This design comes from an exercise in tuning for small area, a short achievable clock period and few clock cycles per item on the open sky130 flow, not from production work. In this exercise RTL edits were held to simulation tests only and were not proved equivalent to the original.

==> inputs of trial 67 <==
// boothsalgo
module boothsalgo(clock, reset, signal_in, mcand, mplier, product, done_signal, addOP, subOP);
clock: 6.5 ns
lec_check: 0
abc_area: 1
cap_margin: 20
core_margin: 2
core_utilization: 40
setup_slack_margin: 1.3
slew_margin: 20
run.sh (not shown) runs the stock make flow with config.mk's settings and CLKGATE_MAP_FILE= SYNTH_SCRIPT=/design/flow/synth_recipe.tcl, a recipe that flattens the netlist after the stock synthesis.
==> inputs of build 47, as changes to trial 67 <==
--- a/flow/design.v
+++ b/flow/design.v
@@ -6,68 +6,89 @@
     output reg done_signal;
     output reg [4:0] addOP;
     reg m31;              
     output reg [4:0] subOP;
     reg [31:0] X;         
     reg [31:0] L;         
     reg [31:0] H;         
     reg        busy;
-    reg [1:0] nch;   
+    reg [3:0] sel;    
+    reg [3:0] sel_n;  
     reg [1:0] idx;   
     wire mcand_fit1 = (~|mcand[31:7]) | (&mcand[31:7]);
     wire mcand_fit2 = (~|mcand[31:15]) | (&mcand[31:15]);
     wire mcand_fit3 = (~|mcand[31:23]) | (&mcand[31:23]);
     wire [1:0] n_mcand = mcand_fit1 ? 2'd0 : (mcand_fit2 ? 2'd1 : (mcand_fit3 ? 2'd2 : (3)));
     wire mplier_fit1 = (~|mplier[31:7]) | (&mplier[31:7]);
     wire mplier_fit2 = (~|mplier[31:15]) | (&mplier[31:15]);
     wire mplier_fit3 = (~|mplier[31:23]) | (&mplier[31:23]);
     wire [1:0] n_mplier = mplier_fit1 ? 2'd0 : (mplier_fit2 ? 2'd1 : (mplier_fit3 ? 2'd2 : (3)));
     wire swap = n_mcand < n_mplier;
     wire [8:0] ys = {swap ? mcand[7:0] : mplier[7:0], 1'b0};
     wire [8:0] yn = L[15:7];
     wire [33:0] xe = {{2{X[31]}}, X};
     wire [33:0] x2 = {X[31], X, 1'b0};
     reg one0, two0, neg0;
+    reg one0_n, two0_n, neg0_n;    
     wire ones0 = ys[0] ^ ys[1];
     wire twos0 = (ys[2] & ~ys[1] & ~ys[0]) | (~ys[2] & ys[1] & ys[0]);
     wire onen0 = yn[0] ^ yn[1];
     wire twon0 = (yn[2] & ~yn[1] & ~yn[0]) | (~yn[2] & yn[1] & yn[0]);
-    wire [33:0] pp0 = (({34{one0}} & xe) | ({34{two0}} & x2)) ^ {34{neg0}};
+    wire [33:0] pp0 = {(({17{~one0_n}} & xe[33:17]) | ({17{~two0_n}} & x2[33:17])) ^ {17{~neg0_n}},
+                         (({17{one0}} & xe[16:0]) | ({17{two0}} & x2[16:0])) ^ {17{neg0}}};
     reg one1, two1, neg1;
+    reg one1_n, two1_n, neg1_n;    
     wire ones1 = ys[2] ^ ys[3];
     wire twos1 = (ys[4] & ~ys[3] & ~ys[2]) | (~ys[4] & ys[3] & ys[2]);
     wire onen1 = yn[2] ^ yn[3];
     wire twon1 = (yn[4] & ~yn[3] & ~yn[2]) | (~yn[4] & yn[3] & yn[2]);
-    wire [33:0] pp1 = (({34{one1}} & xe) | ({34{two1}} & x2)) ^ {34{neg1}};
+    wire [33:0] pp1 = {(({17{~one1_n}} & xe[33:17]) | ({17{~two1_n}} & x2[33:17])) ^ {17{~neg1_n}},
+                         (({17{one1}} & xe[16:0]) | ({17{two1}} & x2[16:0])) ^ {17{neg1}}};
     reg one2, two2, neg2;
+    reg one2_n, two2_n, neg2_n;    
     wire ones2 = ys[4] ^ ys[5];
     wire twos2 = (ys[6] & ~ys[5] & ~ys[4]) | (~ys[6] & ys[5] & ys[4]);
     wire onen2 = yn[4] ^ yn[5];
     wire twon2 = (yn[6] & ~yn[5] & ~yn[4]) | (~yn[6] & yn[5] & yn[4]);
-    wire [33:0] pp2 = (({34{one2}} & xe) | ({34{two2}} & x2)) ^ {34{neg2}};
+    wire [33:0] pp2 = {(({17{~one2_n}} & xe[33:17]) | ({17{~two2_n}} & x2[33:17])) ^ {17{~neg2_n}},
+                         (({17{one2}} & xe[16:0]) | ({17{two2}} & x2[16:0])) ^ {17{neg2}}};
     reg one3, two3, neg3;
+    reg one3_n, two3_n, neg3_n;    
     wire ones3 = ys[6] ^ ys[7];
     wire twos3 = (ys[8] & ~ys[7] & ~ys[6]) | (~ys[8] & ys[7] & ys[6]);
     wire onen3 = yn[6] ^ yn[7];
     wire twon3 = (yn[8] & ~yn[7] & ~yn[6]) | (~yn[8] & yn[7] & yn[6]);
-    wire [33:0] pp3 = (({34{one3}} & xe) | ({34{two3}} & x2)) ^ {34{neg3}};
+    wire [33:0] pp3 = {(({17{~one3_n}} & xe[33:17]) | ({17{~two3_n}} & x2[33:17])) ^ {17{~neg3_n}},
+                         (({17{one3}} & xe[16:0]) | ({17{two3}} & x2[16:0])) ^ {17{neg3}}};
     always @(posedge clock) begin
         one0 <= signal_in ? ones0 : onen0;
         two0 <= signal_in ? twos0 : twon0;
         neg0 <= signal_in ? ys[2] : yn[2];
+        one0_n <= ~(signal_in ? ones0 : onen0);
+        two0_n <= ~(signal_in ? twos0 : twon0);
+        neg0_n <= ~(signal_in ? ys[2] : yn[2]);
         one1 <= signal_in ? ones1 : onen1;
         two1 <= signal_in ? twos1 : twon1;
         neg1 <= signal_in ? ys[4] : yn[4];
+        one1_n <= ~(signal_in ? ones1 : onen1);
+        two1_n <= ~(signal_in ? twos1 : twon1);
+        neg1_n <= ~(signal_in ? ys[4] : yn[4]);
         one2 <= signal_in ? ones2 : onen2;
         two2 <= signal_in ? twos2 : twon2;
         neg2 <= signal_in ? ys[6] : yn[6];
+        one2_n <= ~(signal_in ? ones2 : onen2);
+        two2_n <= ~(signal_in ? twos2 : twon2);
+        neg2_n <= ~(signal_in ? ys[6] : yn[6]);
         one3 <= signal_in ? ones3 : onen3;
         two3 <= signal_in ? twos3 : twon3;
         neg3 <= signal_in ? ys[8] : yn[8];
+        one3_n <= ~(signal_in ? ones3 : onen3);
+        two3_n <= ~(signal_in ? twos3 : twon3);
+        neg3_n <= ~(signal_in ? ys[8] : yn[8]);
     end
     wire cs1;
     wire cs2;
     wire cs3;
     wire cs4;
     wire cs5;
     wire cs6;
     wire cs7;
@@ -656,43 +677,50 @@
     assign pc6 = (gcnt[2] & gcnt[5]) | (gcnt[2] & gcnt[8]) | (gcnt[5] & gcnt[8]);
     assign pc7 = pc1 ^ gcnt[6];
     assign pc8 = pc1 & gcnt[6];
     assign pc9 = pc2 ^ pc3 ^ gcnt[10];
     assign pc10 = (pc2 & pc3) | (pc2 & gcnt[10]) | (pc3 & gcnt[10]);
     assign pc11 = pc4 ^ pc5 ^ gcnt[11];
     assign pc12 = (pc4 & pc5) | (pc4 & gcnt[11]) | (pc5 & gcnt[11]);
     wire [4:0] nsub = {1'b0, pc12, pc10, pc8, pc7} + {1'b0, pc6, pc11, pc9, gcnt[9]};
+    wire [63:0] al0 = $signed({H, L}) >>> 24;
+    wire [63:0] al1 = $signed({H, L}) >>> 16;
+    wire [63:0] al2 = $signed({H, L}) >>> 8;
+    wire [63:0] al3 = $signed({H, L}) >>> 0;
     always @(posedge clock) begin
         if (reset) begin
             busy <= 1'b0;
             done_signal <= 1'b0;
         end else if (signal_in) begin
             X <= swap ? mplier : mcand;
             L <= swap ? mcand : mplier;
-            nch <= swap ? n_mcand : n_mplier;
+            sel <= 4'd1 << (swap ? n_mcand : n_mplier);
+            sel_n <= ~(4'd1 << (swap ? n_mcand : n_mplier));
             H <= 32'd0;
             idx <= 2'd0;
             busy <= 1'b1;
             done_signal <= 1'b0;
             m31 <= mplier[31];
         end else if (busy) begin
             if (idx == 2'd0) subOP <= nsub;
             H <= sum[39:8];
             L <= {sum[7:0], L[31:8]};
             idx <= idx + 1'b1;
-            if (idx == nch) begin
+            if (sel[idx]) begin
                 busy <= 1'b0;
                 done_signal <= 1'b1;
             end
         end
     end
     always @(*) begin
         addOP = subOP - {4'd0, m31};
-        case (nch)
-            2'd0: product = $signed({H, L}) >>> 24;
-            2'd1: product = $signed({H, L}) >>> 16;
-            2'd2: product = $signed({H, L}) >>> 8;
-            2'd3: product = $signed({H, L}) >>> 0;
-            default: product = 64'sd0;
-        endcase
+        product = 64'd0;
+        product[31:0] = product[31:0] | ({32{sel[0]}} & al0[31:0]);
+        product[63:32] = product[63:32] | ({32{~sel_n[0]}} & al0[63:32]);
+        product[31:0] = product[31:0] | ({32{sel[1]}} & al1[31:0]);
+        product[63:32] = product[63:32] | ({32{~sel_n[1]}} & al1[63:32]);
+        product[31:0] = product[31:0] | ({32{sel[2]}} & al2[31:0]);
+        product[63:32] = product[63:32] | ({32{~sel_n[2]}} & al2[63:32]);
+        product[31:0] = product[31:0] | ({32{sel[3]}} & al3[31:0]);
+        product[63:32] = product[63:32] | ({32{~sel_n[3]}} & al3[63:32]);
     end
 endmodule
==> flow/config.mk (replaced) <==
export PLATFORM = sky130hd
export DESIGN_NAME = boothsalgo
export DESIGN_NICKNAME = boothsalgo
export VERILOG_FILES = /design/flow/design.v
export SDC_FILE = /design/flow/constraint.sdc
export NUM_CORES = 4
export LEC_CHECK = 0
export ABC_AREA = 1
export CAP_MARGIN = 20
export CORE_MARGIN = 2
export CORE_UTILIZATION = 40
export SETUP_SLACK_MARGIN = 2.8
export SLEW_MARGIN = 20
==> run_results.csv <==
group,metric,value,unit
clock_network,post_cts_buffers,6,
synth,post-synth-top-area-fraction,0.202,
run_status,status,"finished clean",
critical_path,startpoint,"two0",
synth,ys_types,47,
layout,mostFrequentLayoutCells,"inv_1 (409), nand2_1 (360), nor2_1 (152), o21ai_0 (149), clkdlybuf4s50_1 (140)",
layout,area_delta_synth_final,17.9,%
die,initial_core_util,0.407,
-- figures above: trial 67

==> run_results.csv <==
group,metric,value,unit
layout,mostFrequentLayoutCells,"inv_1 (338), nand2_1 (224), buf_4 (130), clkdlybuf4s50_1 (128), o22ai_1 (123)",
die,initial_core_util,0.403,
synth,ys_types,41,
sta,fin_crit,4.28,ns
synth,post-synth-top-area-fraction,0.211,
layout,area_delta_synth_final,36.7,%
run_status,status,"finished clean",
clock_network,post_cts_buffers,100,
-- figures above: build 47

Testbench counts of trial 67, summed over its fixed seeds: cycles 8,914, mults 3,200.
Testbench counts of build 47, summed over its fixed seeds: cycles 8,914, mults 3,200.

[static timing again, ports no longer ideal]
The flow's constraints put no driver on any port. The routed layouts listed below were extracted and timed again, unchanged, in two steps.
Step 1: set_driving_cell puts a clkbuf_16 on clock and a buf_2 on each other input, an assumption about the parent block.
Step 2, shift: input delay + t, output delay - t, t = (earliest + latest rising clock arrival at the registers) / 2. This alone moves slack from input paths to output paths.
Three values: ideal ports, drivers, drivers and shift; two values: the first two.
run	shift t [ns]	setup slack, ns	worst setup path after step 2	worst slew at a driven data input, ns	cell pins on the clock port's net
trial 67	0.508	1.320 / 1.320 / 1.320	register to register	0.04	1
build 47	0.516	2.219 / 2.219 / 2.219	register to register	0.05	1
After both steps setup and hold are still met in every run listed.
